Context: an optimization exercise on an open-source flow, tuned for a short achievable clock period and few clock cycles. The choices shown serve that exercise and are no tape-out recipe.
The RTL was checked by simulation tests, not by an equivalence proof against the original design.
The clock port is modelled as an ideal driver; clocking choices that lean on that would not hold on a real chip.
Power is estimated from default activity; no workload was simulated.

--- design/flow/design.v ---
module mnpk01 (
    input         clk,
    input         rst,
    output [15:0] rom_addr,
    input  [7:0]  rom_data,
    output [15:0] ram_addr,
    output [7:0]  ram_wdata,
    output        ram_we,
    input  [7:0]  ram_rdata,
    output        halted
);
    localparam OP = 2'd0, B1 = 2'd1, B2 = 2'd2, B3 = 2'd3;
    reg [15:0] pc;
    reg [15:0] pco;                  
    reg [1:0]  st;
    reg        hlt;
    reg        fz, fc, fn;
    reg [3:0]  jop;
    reg        d_mvi, d_mov, d_mvib, d_load, d_store, d_jmp, d_alu;
    reg [7:0]  b1, b2, q;
    reg [31:0] sela, selb;           
    wire op_multi = ((rom_data >= 8'h01) && (rom_data <= 8'h0B)) ||
                    ((rom_data[7:4] == 4'h1) && (rom_data[3:0] <= 4'hD));
    wire op_halt  = (rom_data == 8'hFF);
    reg        x_valid;
    reg        w_valid, w_alu, w_both;
    reg        w_wlo, w_whi;
    reg [3:0]  w_reg;
    reg [7:0]  w_a, w_b, w_hi;
    reg        w_cin;
    reg        w_sum, w_and, w_or, w_xor, w_not, w_shl, w_shr, w_rol, w_pass;
    reg        w_zf, w_c_co, w_c_nco, w_cmp, w_c7, w_c0;
    reg        r_wlo, r_whi;
    reg [3:0]  r_reg;
    reg [7:0]  r_lo, r_hi;
    reg [15:0] ram_addr_r;
    reg [7:0]  ram_wdata_r;
    reg        ram_we_r;
    reg        halted_r;
    wire [7:0] bb  = w_b;              
    wire [8:0] sum = {1'b0, w_a} + {1'b0, bb} + {8'd0, w_cin};
    wire       w_fl   = w_valid & w_alu;
    wire       zero_f = ((w_a ^ bb) == {w_a[6:0] | bb[6:0], w_cin});
    wire       nz = w_zf & zero_f;
    wire       nc = (w_c_co & sum[8]) | (w_c_nco & ~sum[8]) |
                    (w_cmp & sum[8] & ~zero_f) | (w_c7 & w_a[7]) | (w_c0 & w_a[0]);
    wire       nn = w_cmp & ~sum[8];
    wire       fz_n = w_fl ? nz : fz;
    wire       fc_n = w_fl ? nc : fc;
    wire       fn_n = w_fl ? nn : fn;
    localparam NB = 4;
    reg [NB-1:0] bv;
    reg [15:0]   btagm1 [0:NB-1];      
    reg [15:0]   btgt [0:NB-1];
    reg [5:0]    bkind [0:NB-1];       
    reg [1:0]    bptr;                 
    reg [15:0]   pcop;                 
    reg          seq;                  
    reg [NB-1:0] hitr;                 
    reg [15:0]   tgtr;                 
    reg [5:0]    bkr;                  
    reg          spec_r;               
    reg          skz;                  
    reg  [15:0]  sft;                  
    reg [NB-1:0] bh;
    reg [15:0]   btarget;
    reg [5:0]    bk;
    integer n;
    always @(*) begin
        btarget = 16'h0000;
        bk      = 6'h00;
        for (n = 0; n < NB; n = n + 1) begin
            bh[n]   = bv[n] & (btagm1[n] == pc);
            btarget = btarget | ({16{bh[n]}} & btgt[n]);
            bk      = bk | ({6{bh[n]}} & bkind[n]);
        end
    end
    function jk;                       
        input [5:0] k;
        input z, c, n;
        jk = k[0] | (k[1] & z) | (k[2] & ~z) | (k[3] & c) | (k[4] & ~c) | (k[5] & n);
    endfunction
    wire settled = ~(x_valid & d_alu) & ~w_fl;      
    wire hit     = seq & (st == OP) & ~spec_r & (|hitr) &
                   (settled | bkr[0] | bkr[1] | bkr[2]);
    wire hit_nt  = hit & settled & ~jk(bkr, fz, fc, fn);
    wire hit_t   = hit & ~hit_nt;
    wire hit_sp  = hit & ~settled & ~bkr[0];
    wire nz_n    = w_fl ? nz : fz;
    wire mis     = spec_r & (skz ? ~nz_n : nz_n);
    reg        jnt;                    
    reg  [5:0] jt;                     
    wire op_cj = (rom_data[7:4] == 4'h0) && (rom_data[3:0] >= 4'h7) && (rom_data[3:0] <= 4'hB);
    reg  op_c;
    always @(*) begin
        case (rom_data[3:0])
            4'h7:    op_c = fz;
            4'h8:    op_c = ~fz;
            4'h9:    op_c = fc;
            4'hA:    op_c = ~fc;
            default: op_c = fn;
        endcase
    end
    wire skip  = (st == B1) & jnt;
    wire take  = jk(jt, fz, fc, fn);
    wire last3 = (st == B2) & (d_mvi | d_mov | d_alu);
    wire last4 = (st == B3);
    wire disp  = ~hlt & (last3 | last4);
    wire op_hlt = (st == OP) & op_halt & ~mis;
    wire [15:0] pc_a = take ? {rom_data, b1} : (skip ? pc + 16'd2 : pc + 16'd1);
    wire [15:0] pc_b = hit_nt ? pc + 16'd3 : (hit_t ? tgtr : pc_a);
    wire [15:0] pco_a = take ? {rom_data, b1} : (skip ? pco + 16'd2 : pco + 16'd1);
    wire [15:0] pco_b = hit_nt ? pco + 16'd3 : (hit_t ? tgtr : pco_a);
    reg dq_mvi, dq_mov, dq_mvib, dq_load, dq_store, dq_jmp, dq_alu;
    always @(posedge clk or posedge rst) begin
        if (rst) begin
            pc  <= 16'h0000;
            pco <= 16'h0000;
            st  <= OP;
            jnt <= 1'b0;
            jt  <= 6'h00;
            hlt <= 1'b0;
            bv  <= {NB{1'b0}};
            bptr <= 2'd0;
            spec_r <= 1'b0;
            seq <= 1'b0;
        end else begin
            pc  <= mis ? sft : pc_b;
            pco <= mis ? sft : pco_b;
            jnt <= (st == OP) & op_cj & ~op_c & settled;
            jt  <= {6{(st == B1) & dq_jmp & ~jnt}} & (6'd1 << (q[3:0] - 4'd6));
            spec_r   <= hit_sp;
            seq      <= ~(mis | hit_nt | hit_t | take | skip);
            if (op_hlt)
                hlt <= 1'b1;
            if (mis)
                st <= OP;
            else case (st)
                OP:      st <= (op_multi & ~hit) ? B1 : OP;
                B1:      st <= skip ? OP : B2;
                B2:      st <= (d_mvib | d_load | d_store) ? B3 : OP;
                default: st <= OP;
            endcase
            if ((st == B2) & d_jmp) begin
                bv[bptr] <= 1'b1;
                bptr     <= bptr + 2'd1;
            end
        end
    end
    always @(posedge clk) begin
        hitr  <= bh;
        tgtr  <= btarget;
        bkr   <= bk;
        skz   <= bkr[1];
        if (hit_sp)
            sft <= pc + 16'd3;
        if (st == OP)
            pcop <= pc;
        if ((st == B2) & d_jmp) begin
            btagm1[bptr] <= pcop - 16'd1;
            btgt[bptr]  <= {rom_data, b1};
            bkind[bptr] <= 6'd1 << (jop - 4'd6);
        end
    end
    always @(posedge clk) begin
        q        <= rom_data;
        selb     <= 32'd1 << rom_data[4:0];
        dq_mvi   <= (rom_data == 8'h01);
        dq_mov   <= (rom_data == 8'h02);
        dq_mvib  <= (rom_data == 8'h03);
        dq_load  <= (rom_data == 8'h04);
        dq_store <= (rom_data == 8'h05);
        dq_jmp   <= (rom_data >= 8'h06) && (rom_data <= 8'h0B);
        dq_alu   <= (rom_data[7:4] == 4'h1) && (rom_data[3:0] <= 4'hD);
        if (st == B1) begin
            b1      <= rom_data;
            sela    <= 32'd1 << rom_data[4:0];
            jop     <= q[3:0];
            d_mvi   <= dq_mvi;
            d_mov   <= dq_mov;
            d_mvib  <= dq_mvib;
            d_load  <= dq_load;
            d_store <= dq_store;
            d_jmp   <= dq_jmp;
            d_alu   <= dq_alu;
        end
        if (st == B2)
            b2 <= rom_data;
    end
    reg [7:0]  rf [0:31];             
    reg [31:0] rv;                    
    wire [31:0] va = sela & rv;
    wire [31:0] vb = selb & rv;
    reg [7:0] qa, qb;
    integer k;
    always @(*) begin
        qa = 8'h00;
        qb = 8'h00;
        for (k = 0; k < 32; k = k + 1) begin
            qa = qa | ({8{va[k]}} & rf[k]);
            qb = qb | ({8{vb[k]}} & rf[k]);
        end
    end
    wire [31:0] r_we = {{16{r_whi}} & (16'd1 << r_reg), {16{r_wlo}} & (16'd1 << r_reg)};
    integer i;
    always @(posedge clk) begin
        for (i = 0; i < 32; i = i + 1)
            if (r_we[i])
                rf[i] <= (i < 16) ? r_lo : r_hi;
    end
    wire [3:0] aop = jop;
    wire x_wr = x_valid & (d_mvi | d_mov | d_mvib | d_load | d_alu);
    wire [7:0] res = ({8{w_sum}}  & sum[7:0])
                   | ({8{w_and}}  & (w_a & w_b))
                   | ({8{w_or}}   & (w_a | w_b))
                   | ({8{w_xor}}  & (w_a ^ w_b))
                   | ({8{w_not}}  & ~w_a)
                   | ({8{w_shl}}  & {w_a[6:0], 1'b0})
                   | ({8{w_shr}}  & {1'b0, w_a[7:1]})
                   | ({8{w_rol}}  & {w_a[6:0], w_a[7]})
                   | ({8{w_pass}} & w_a);
    always @(posedge clk or posedge rst) begin
        if (rst) begin
            x_valid  <= 1'b0;
            w_valid  <= 1'b0;
            w_alu    <= 1'b0;
            w_wlo    <= 1'b0;
            w_whi    <= 1'b0;
            r_wlo    <= 1'b0;
            r_whi    <= 1'b0;
            rv       <= 32'h0;
            ram_we_r <= 1'b0;
            fz <= 1'b0; fc <= 1'b0; fn <= 1'b0;
            halted_r <= 1'b0;
        end else begin
            x_valid  <= disp;
            w_valid  <= x_wr;
            w_alu    <= x_valid & d_alu;
            w_wlo    <= x_wr & (d_mvib | ~b1[4]);
            w_whi    <= x_wr & (d_mvib | b1[4]);
            ram_we_r <= x_valid & d_store;
            r_wlo    <= w_wlo;
            r_whi    <= w_whi;
            if (w_fl) begin
                fz <= nz;
                fc <= nc;
                fn <= nn;
            end
            rv <= rv | r_we;
            halted_r <= hlt | (op_hlt & ~(x_valid & d_store));
        end
    end
    always @(posedge clk) begin
        ram_addr_r  <= (last4 & d_load) ? {rom_data, b2} : {b2, b1};
        ram_wdata_r <= qb;
        w_both <= d_mvib;
        w_reg  <= b1[3:0];
        r_reg  <= w_reg;
        w_hi   <= q;
        if (d_alu)
            w_a <= qa;
        else if (d_mvi)
            w_a <= q;
        else if (d_mvib)
            w_a <= b2;
        else if (d_load)
            w_a <= ram_rdata;
        else
            w_a <= qb;
        case (aop)
            4'h1, 4'hB: w_b <= ~qb;      
            4'h2:       w_b <= 8'h00;    
            4'h3:       w_b <= 8'hFF;    
            default:    w_b <= qb;       
        endcase
        w_cin   <= (aop == 4'h1) | (aop == 4'h2) | (aop == 4'hB);
        w_sum   <= d_alu & (aop <= 4'h3);
        w_and   <= d_alu & (aop == 4'h4);
        w_or    <= d_alu & (aop == 4'h5);
        w_xor   <= d_alu & (aop == 4'h6);
        w_not   <= d_alu & (aop == 4'h7);
        w_shl   <= d_alu & (aop == 4'h8);
        w_shr   <= d_alu & (aop == 4'h9);
        w_rol   <= d_alu & (aop == 4'hA);
        w_pass  <= ~d_alu | (aop == 4'hB) | (aop == 4'hC);
        w_zf    <= (aop == 4'h0) | (aop == 4'h1) | (aop == 4'h3) | (aop == 4'hB);
        w_c_co  <= (aop == 4'h0) | (aop == 4'h2);
        w_c_nco <= (aop == 4'h1) | (aop == 4'h3);
        w_cmp   <= (aop == 4'hB);
        w_c7    <= (aop == 4'h8) | (aop == 4'hA);
        w_c0    <= (aop == 4'h9);
        r_lo <= res;
        r_hi <= w_both ? w_hi : res;
    end
    assign rom_addr  = pco;
    assign ram_addr  = ram_addr_r;
    assign ram_wdata = ram_wdata_r;
    assign ram_we    = ram_we_r;
    assign halted    = halted_r;
endmodule
--- design/flow/flow/run.sh ---
#!/bin/bash
set -euo pipefail
here=$(pwd)
bash standard.sh SETUP_SLACK_MARGIN=6.6 PRE_CTS_TCL="$here/flow/pre_cts.tcl" finish > standard.log 2>&1
--- design/flow/flow/pre_cts.tcl ---
proc my_remove_clock_root {} {
  set block [ord::get_db_block]
  set clk_net [$block findNet clk]
  set roots {}
  foreach it [$clk_net getITerms] {
    lappend roots [$it getInst]
  }
  if { [llength $roots] != 1 } {
    puts "remove_clock_root: clk drives [llength $roots] cells, left as is"
    return
  }
  set root [lindex $roots 0]
  set out_net ""
  foreach it [$root getITerms] {
    if { [$it isOutputSignal] } { set out_net [$it getNet] }
  }
  if { $out_net == "" } { return }
  set loads {}
  foreach it [$out_net getITerms] {
    if { [$it getInst] != $root } { lappend loads $it }
  }
  if { [llength $loads] > 4 || [llength [$out_net getBTerms]] > 0 } {
    puts "remove_clock_root: root drives [llength $loads] pins, left as is"; foreach l $loads { puts "  [[$l getInst] getName] [[[$l getInst] getMaster] getName] [$l getIoType]" }
    return
  }
  puts "remove_clock_root: removing [$root getName], clk now drives [llength $loads] buffers"
  foreach it [$root getITerms] {
    if { [$it getNet] != "NULL" } { $it disconnect }
  }
  foreach it $loads {
    $it disconnect
    $it connect $clk_net
  }
  odb::dbInst_destroy $root
  odb::dbNet_destroy $out_net
}

rename clock_tree_synthesis my_clock_tree_synthesis
proc clock_tree_synthesis { args } {
  my_clock_tree_synthesis {*}$args
  my_remove_clock_root
}
--- design/flow/standard.sh ---
#!/bin/bash
# synth_recipe.tcl (not shown) runs the flow's synth.tcl, then flattens the netlist and writes it again
# the make line also repeats each setting of config.mk as NAME=value (left out here)
make -C /OpenROAD-flow-scripts/flow DESIGN_CONFIG=/design/flow/config.mk WORK_HOME=/design/flow/orfs CLKGATE_MAP_FILE= SYNTH_SCRIPT=/design/flow/synth_recipe.tcl "${@:-finish}"
--- design/flow/config.mk ---
export PLATFORM = sky130hd
export DESIGN_NAME = mnpk01
export DESIGN_NICKNAME = mnpk01
export VERILOG_FILES = /design/flow/design.v
export SDC_FILE = /design/flow/constraint.sdc
export NUM_CORES = 4
export LEC_CHECK = 0
export ABC_CLOCK_PERIOD_IN_PS = 2500
export CAP_MARGIN = 20
export CORE_MARGIN = 2
export CORE_UTILIZATION = 60
export CTS_CLUSTER_DIAMETER = 80
export CTS_CLUSTER_SIZE = 20
export PLACE_DENSITY = 0.7
export SLEW_MARGIN = 20
export TNS_END_PERCENT = 100
--- design/flow/constraint.sdc ---
create_clock -name core_clock -period 9.0 [get_ports {clk}]
set_input_delay 1.8000 -clock core_clock [delete_from_list [all_inputs] [get_ports {clk}]]
set_output_delay 1.8000 -clock core_clock [all_outputs]
set_load 0.01 [all_outputs]
==> reports/metrics.yaml, run 1 <==
outcome:
  status: "finished clean"
synth:
  yosysUniqueCellTypes: 75
  yosys_warnings: 2
  ys.flop_type: "edfxtp_1"
  synth_common_cells: "499 x edfxtp_1, 170 x nor2_1, 163 x dfxtp_1"
  yosys.area.top_type: "edfxtp_1"
  synth_edf_count: 499
  synth_most_common_cell: "edfxtp_1"
  synthCells: 2356
  synth.area.top_cells: "edfxtp_1 48%, dfxtp_1 11%, dfrtp_1 7.6%, a22oi_1 3.3%, xnor2_1 2.4%"
  syn-cell-area_mm2: 0.0310
  synth-seq-cells: 756
  synth_nets: 2409
  synthArstFlopShare: 0.124
  avgSynthCellArea_um2: 13.2
  seq_area_frac_synth: 0.665
  synth_top_area_share: 0.483
grt:
  grt_pass1_wl_mm: 164
  overflow: 0
  antenna_found_initial: 1
  grt_use_met1: 0.560
  top_usage_layer: "met2"
  grt_max_degree: 53
  grt.met3_usage: 0.180
  grt_pass1_vias: 22444
  use_met2: 0.633
  grt.total_usage: 0.440
sta:
  max_slew_margin: 0.112
  hold_slack_ns: 0.330
  worst_pin_slew_ns: 1.33
  final.setup_skew_ns: 0.0327
  fin_crit_sh: 0.313
  report.final.hold_viol_count: 0
  rsz0062_at_grt: "true"
  max_freq_mhz: 355
  setup_tns_ns: 0
  final.min_clock_period_ns: 2.82
  drv_slew: 0
  setup_violations: 0
  worst_slack_ns: 6.18
floorplan:
  die_h_um: 231
  dieArea_mm2: 0.0535
  row_count: 83
  initial_core_util: 0.605
  die_x_um: 231
  num_io_pins: 60
  core_mm2: 0.0512
worst_setup_path:
  crit_required_ns: 7.20
  crit_fanout: 2
  worstSetupEndpointType: "output pin"
  cp_slowest_cell: "dfrtp_2"
  criticalPathCategory: "flop to output pin"
  path_cells: "buf_6"
  worst_path_largest_cell_delay_ns: 0.47
  critPathArrivalTime_ns: 1.02
  critPathBufInv: 1
  startpoint_type: "flop"
  crit_family: "flip-flops"
cts:
  numClockSinks: 756
  clk_pin_slew_ns: 0.09
  ctsHoldBuffers: 0
  clk_latency_ns: 0.43
  cts_buffers: 44
  cts_tree: "built"
placed_design:
  pre_cts_ws_ns: 5.08
  gp_congestion: 1.11
  hpwlAfterDp_mm: 73.6
  place.port_buffers: 59
drt:
  drc_errors: 0
  route.vias.total: 23559
  vias_per_cell: 7.40
  detail-route-antenna-nets: 0
  routed_wl_mm: 120
  drtIter0Drc: 4611
  drt_pass1_iterations: 10
  routedWlPerCell_um: 37.6
power_and_ir_drop:
  p_per_area_mw_per_mm2: 297
  ir_worst_vdd_uv: 219
  leakage_nw: 12.7
cells_and_area:
  drive_above_1_share: 0.247
  nNetsFinal: 2520
  regMostFlops: "rf"
  num-fill-cells: 3431
  largest_registers: "rf (256), btagm1 (64), btgt (64)"
  seqCellArea_mm2: 0.0207
  largest_reg_flops: 256
  areaGrowthSynthToFinish_pct: 16.0
  multi_input_area_mm2: 0.0107
worst_hold_path:
  hold_class: "flop to flop"
run:
  cap_violations: 0
## power by group
part / total [mW] / switching [mW] / internal, mW
logic: 3.26 / 2.00 / 1.25
registers: 5.36 / 0.849 / 4.51
clock network: 2.05 / 1.12 / 0.933
total: 10.7 / 3.97 / 6.70
## path summary, 6_finish.rpt
path	startpoint	endpoint	slack, ns	cells past startpoint
max	pco[0]	rom_addr[0]	6.18	1
min	w_reg[2]	r_reg[2]	0.33	0
max reg2reg	w_a[7]	pc[15]	6.48	11
min reg2reg	w_reg[2]	r_reg[2]	0.33	0
max in group asynchronous	rst	rv[4]	6.76	4
min in group asynchronous	rst	pc[10]	1.77	2
## layout by cell type (no fill, tap or decap), types with 11 or more instances in the layout
cell type and count:
mux2_2 22, buf_4 118, mux2i_1 11, buf_12 15, dfrtp_1 57, nor4_1 15, a22oi_1 133, edfxtp_1 499
and2_2 14, nor3_1 17, nand2_1 95, a221oi_1 39, o21ai_0 44, ha_1 26, nor2_2 33, clkbuf_16 44
buf_6 44, dfrtp_2 34, nand4_1 71, xor2_1 58, nand3_1 43, buf_2 18, or2_2 40, a21oi_2 11
dfxtp_2 21, clkbuf_1 29, dfxtp_1 134, nor2_4 21, a32oi_1 74, and2_4 18, xnor2_1 79, nor2_1 116
inv_1 34, a21oi_1 44, a22o_1 22, and3_1 44, and2_1 22, a31oi_1 27
## cell families after synthesis
group	Yosys count	share of synthesized area
XOR/XNOR	143	0.0404
multiplexers	36	0.0127
buffers and inverters	202	0.0275
AND/OR/NAND/NOR	678	0.117
AO/OA/AOI/OAI	506	0.124
flip-flops	756	0.665
adder cells (fa/ha/maj)	35	0.0146
## routing by layer
metal	part of all wire	vias to the layer above
li1	-	9234
met1	0.34	11490
met2	0.42	2194
met3	0.15	635
met4	0.083	6
met5	0.00092	-
## what timing repair did
action,4_1_cts,5_1_grt
endpoints found under the hold margin,0,0
gates resized for setup,393,169
setup buffers,56,38
gates cloned,7,2
pin swaps,22,43
setup endpoints to repair,464,311
## cell type report
class / count / area share
timing repair buffer: 218 / 0.0601
antenna: 3 / 0.000209
clock inverter: 4 / 0.00132
clock buffer: 75 / 0.0339
sequential: 756 / 0.576
inverter: 47 / 0.00571
multi-input combinational: 1400 / 0.299
tap: 680 / 0.0237
timing repair inverter: 1 / 0.000209
## per-stage QoR
stage / cell area [µm²] / utilization / power [mW] / std cells
final: 36000 / 0.702 / 10.7 / 3184
after global routing: 35900 / 0.702 / 10.9 / 3181
after CTS: 35000 / 0.684 / 10.1 / 3140
after detailed placement: 32600 / 0.637 / 7.91 / 2998
after global placement: 32600 / 0.637 / 7.85 / 2997
after floorplan: 31500 / - / 6.56 / 2356
Testbench counts, summed over its fixed seeds: cycles 45,731.
==> run 2: changes to the inputs <==
--- a/design/flow/design.v
+++ b/design/flow/design.v
@@ -20,4 +20,5 @@
     reg [7:0]  b1, b2, q;
     reg [31:0] sela, selb;           
+    reg dq_mvi, dq_mov, dq_mvib, dq_load, dq_store, dq_jmp, dq_alu;
     wire op_multi = ((rom_data >= 8'h01) && (rom_data <= 8'h0B)) ||
                     ((rom_data[7:4] == 4'h1) && (rom_data[3:0] <= 4'hD));
@@ -102,5 +103,6 @@
         endcase
     end
-    wire skip  = (st == B1) & jnt;
+    wire skipz = dq_jmp & w_fl & (((q[3:0] == 4'h7) & ~nz) | ((q[3:0] == 4'h8) & nz));
+    wire skip  = (st == B1) & (jnt | skipz);
     wire take  = jk(jt, fz, fc, fn);
     wire last3 = (st == B2) & (d_mvi | d_mov | d_alu);
@@ -112,5 +114,4 @@
     wire [15:0] pco_a = take ? {rom_data, b1} : (skip ? pco + 16'd2 : pco + 16'd1);
     wire [15:0] pco_b = hit_nt ? pco + 16'd3 : (hit_t ? tgtr : pco_a);
-    reg dq_mvi, dq_mov, dq_mvib, dq_load, dq_store, dq_jmp, dq_alu;
     always @(posedge clk or posedge rst) begin
         if (rst) begin
@@ -129,5 +130,5 @@
             pco <= mis ? sft : pco_b;
             jnt <= (st == OP) & op_cj & ~op_c & settled;
-            jt  <= {6{(st == B1) & dq_jmp & ~jnt}} & (6'd1 << (q[3:0] - 4'd6));
+            jt  <= {6{(st == B1) & dq_jmp & ~skip}} & (6'd1 << (q[3:0] - 4'd6));
             spec_r   <= hit_sp;
             seq      <= ~(mis | hit_nt | hit_t | take | skip);
==> run 2 against run 1 <==
Compared with the run above:
- die area decreased by 1.4%
- non-clock buffer count increased by 41
- highest routed layer is now met4
- cell count hardly changed
- sequential power is about 10% lower
==> reports/metrics.yaml, run 2 <==
floorplan:
  initial_core_util: 0.609  # +0.00342
  core_mm2: 0.0502  # -2.0%
  dieArea_mm2: 0.0527  # -1.4%
  die_h_um: 230  # -0.72%
  die_x_um: 230  # -0.72%
  row_count: 82  # -1.2%
  num_io_pins: 60  # unchanged
synth:
  synth_top_area_share: 0.491  # +0.00713
  synth-seq-cells: 756  # unchanged
  yosysUniqueCellTypes: 70  # -6.7%
  yosys_warnings: 2  # unchanged
  synth_edf_count: 499  # unchanged
  synth.area.top_cells: "edfxtp_1 49%, dfxtp_1 11%, dfrtp_1 7.7%, a22oi_1 5.3%, xnor2_1 2.3%"
  synthArstFlopShare: 0.124  # unchanged
  avgSynthCellArea_um2: 13.3  # +1.0%
  synth_nets: 2351  # -2.4%
  synthCells: 2298  # -2.5%
  syn-cell-area_mm2: 0.0305  # -1.5%
  synth_common_cells: "499 x edfxtp_1, 217 x a22oi_1, 163 x dfxtp_1"
  seq_area_frac_synth: 0.674  # +0.00980
  ys.flop_type: "edfxtp_1"
  synth_most_common_cell: "edfxtp_1"
  yosys.area.top_type: "edfxtp_1"
cells_and_area:
  seqCellArea_mm2: 0.0207  # -0.19%
  fin_cells: 3183  # -0.031%
  largest_reg_flops: 256  # unchanged
  final_common_cell: "edfxtp_1"
  mostFrequentLayoutCells: "499 x edfxtp_1, 210 x a22oi_1, 140 x dfxtp_1, 133 x buf_4, 109 x nand2_1"
  regMostFlops: "rf"
  largest_registers: "rf (256), btagm1 (64), btgt (64)"
  nNetsFinal: 2526  # +0.24%
  fin_area_mm2: 0.0365  # +1.5%
  drive_above_1_share: 0.275  # +0.0279
  multi_input_area_mm2: 0.0108  # +0.28%
  num-fill-cells: 3182  # -7.3%
  areaGrowthSynthToFinish_pct: 19.4
grt:
  grt_pass1_vias: 22275  # -0.75%
  overflow: 0  # unchanged
  grt_pass1_wl_mm: 166  # +1.3%
  grt_max_degree: 55  # +3.8%
  antenna_found_initial: 4  # +3
  grt.total_usage: 0.452  # +0.0117
cts:
  clk_pin_slew_ns: 0.08  # about the same
  cts_buffers: 45  # +2.3%
  clk_latency_ns: 0.43  # about the same
  cts_tree: "built"
  numClockSinks: 756  # unchanged
  ctsHoldBuffers: 0  # unchanged
drt:
  drc_errors: 0  # unchanged
  routed_wl_mm: 119  # -0.21%
  drt_pass1_iterations: 10  # unchanged
  route.vias.total: 23099  # -2.0%
  drtIter0Drc: 4151  # -10%
  detail-route-antenna-nets: 0  # unchanged
  vias_per_cell: 7.26  # -1.9%
  routedWlPerCell_um: 37.5  # -0.18%
sta:
  hold_slack_ns: 0.337  # +0.00770 ns
  final.min_clock_period_ns: 2.96  # +0.143 ns
  setup_tns_ns: 0  # unchanged
  max_freq_mhz: 338  # -4.8%
  drv_slew: 0  # unchanged
  rsz0062_at_grt: "true"
  report.final.hold_viol_count: 0  # unchanged
  fin_crit_sh: 0.329  # +0.0159
  max_slew_margin: 0.125  # +0.0134
  worst_pin_slew_ns: 1.31  # -0.0201 ns
  worst_slack_ns: 6.04  # -0.143 ns
  final.setup_skew_ns: 0.0226  # -0.0100 ns
  setup_violations: 0  # unchanged
worst_setup_path:
  criticalPathCategory: "flop to flop"
  critPathArrivalTime_ns: 3.32  # +2.30 ns
  crit_fanout: 6  # +4
  worstSetupEndpointType: "flop"
  startpoint_type: "flop"
  cp_slowest_cell: "fa_2"
  worst_path_largest_cell_delay_ns: 0.57  # +0.10 ns
  path_cells: "fa_2, nand2b_4, and4bb_4, a21o_4, a31oi_4, buf_12, mux2i_2, o21ai_0, a31oi_1, a211o_1"
  crit_required_ns: 9.35  # +2.15 ns
power_and_ir_drop:
  leakage_nw: 13.1  # +3.5%
  p_per_area_mw_per_mm2: 236  # -21%
  ir_worst_vdd_uv: 284  # +30%
outcome:
  status: "finished clean"
placed_design:
  gp_congestion: 1.05  # -6.0%
  placedCellCount: 2928  # -2.3%
  postPlaceCellArea_mm2: 0.0323  # -1.0%
  pre_cts_ws_ns: 5.07  # -0.0147 ns
  place.port_buffers: 59  # unchanged
  hpwlAfterDp_mm: 73.5  # about the same
worst_hold_path:
  hold_class: "flop to flop"
run:
  cap_violations: 0  # unchanged
-- run 2: cell types whose count changed after synthesis, moves of 13 or more --
| cell | delta |
|---|---|
| a31oi_1 | -22 |
| a22oi_1 | +82 |
| clkbuf_1 | +13 |
| a32oi_1 | -75 |
| a22o_1 | +28 |
| and3_1 | -33 |
| buf_2 | -32 |
| nor2_1 | -48 |
| a221oi_1 | +13 |
| and2_1 | +18 |
-- run 2: final timing paths --
check | start | end | slack, ns | cells after the start
max | w_b[0] | pc[4] | 6.04 | 10
min | w_reg[0] | r_reg[0] | 0.34 | 0
max reg2reg | w_b[0] | pc[4] | 6.04 | 10
min reg2reg | w_reg[0] | r_reg[0] | 0.34 | 0
max in group asynchronous | rst | rv[26] | 6.72 | 3
min in group asynchronous | rst | pc[1] | 1.89 | 2
-- run 2: report_power, final --
group | switching [mW] | total [mW] | internal (mW)
combinational | 0.981 | 1.68 | 0.701
clock | 1.15 | 2.09 | 0.942
sequential | 0.526 | 4.82 | 4.30
-- run 2: layout make-up --
| cell class | instances | area share |
|---|---|---|
| well taps | 672 | 0.0230 |
| clock inverters | 8 | 0.00199 |
| repair inverters | 2 | 0.000343 |
| multi-input cells | 1356 | 0.295 |
| repair buffers | 259 | 0.0733 |
| clock buffers | 74 | 0.0333 |
| diodes | 2 | 0.000137 |
| flip-flops and latches | 756 | 0.567 |
| inverters | 54 | 0.00586 |
-- run 2: critical path: cells and delay by family, from the launching register on --
kind | cells | cell delay (ns)
flops | 1 | 0.34
mux | 1 | 0.54
compound gates | 5 | 0.92
buf+inv | 1 | 0.15
simple gates | 2 | 0.38
fa+ha+maj | 1 | 0.57
-- run 2: logic make-up after synthesis --
kind of cell / share of synthesized area
AND/OR/NAND/NOR: 0.104
AO/OA/AOI/OAI: 0.129
flip-flops: 0.674
XOR/XNOR: 0.0384
adder cells (fa/ha/maj): 0.0148
multiplexers: 0.0168
buffers and inverters: 0.0234
-- run 2: per-layer routing --
metal	track usage	wire, µm
met1	0.556	39700
met2	0.669	51700
met3	0.149	16200
met4	0.335	11800
met5	0	0
-- run 2: what timing repair did --
item                       CTS  global route
pin swaps                  113            74
buffers inserted           125            36
setup endpoints to repair  510           180
gates cloned                 9             0
gates resized for setup    539           115
-- run 2: through the flow --
stage                     total power [mW]  utilization
final                                 8.59        0.727
after global routing                  8.82        0.727
after CTS                             8.39        0.710
after detailed placement              6.22        0.643
after global placement                6.16        0.643
after floorplan                       5.55            -
Testbench counts of run 2, summed over its fixed seeds: cycles 45,643.

==> port drivers added, routing unchanged <==
How much do the figures lean on ideal ports? The routed layouts below were timed once more, with nothing changed but the port constraints.
Step 1: set_driving_cell puts a clkbuf_16 on clk and a buf_2 on each other input, an assumption about the parent block.
Step 2, shift: input delay + t, output delay - t, t = (earliest + latest rising clock arrival at the registers) / 2. This alone moves slack from input paths to output paths.
Slacks: no drivers / after step 1 / after step 2; pairs: no drivers / after step 1.
| run | t (ns) | setup slack, ns | worst hold slack (ns) |
|---|---|---|---|
| run 1 | 0.540 | 6.180 / 6.053 / 6.006 | 0.330 / 0.330 / 0.330 |
| run 2 | 0.544 | 6.037 / 6.011 / 5.753 | 0.337 / 0.337 / 0.337 |
After both steps setup and hold are still met in every run listed. For run 2, which loses most, drivers alone change the setup slack by -0.026 ns; drivers and shift together by -0.284 ns.
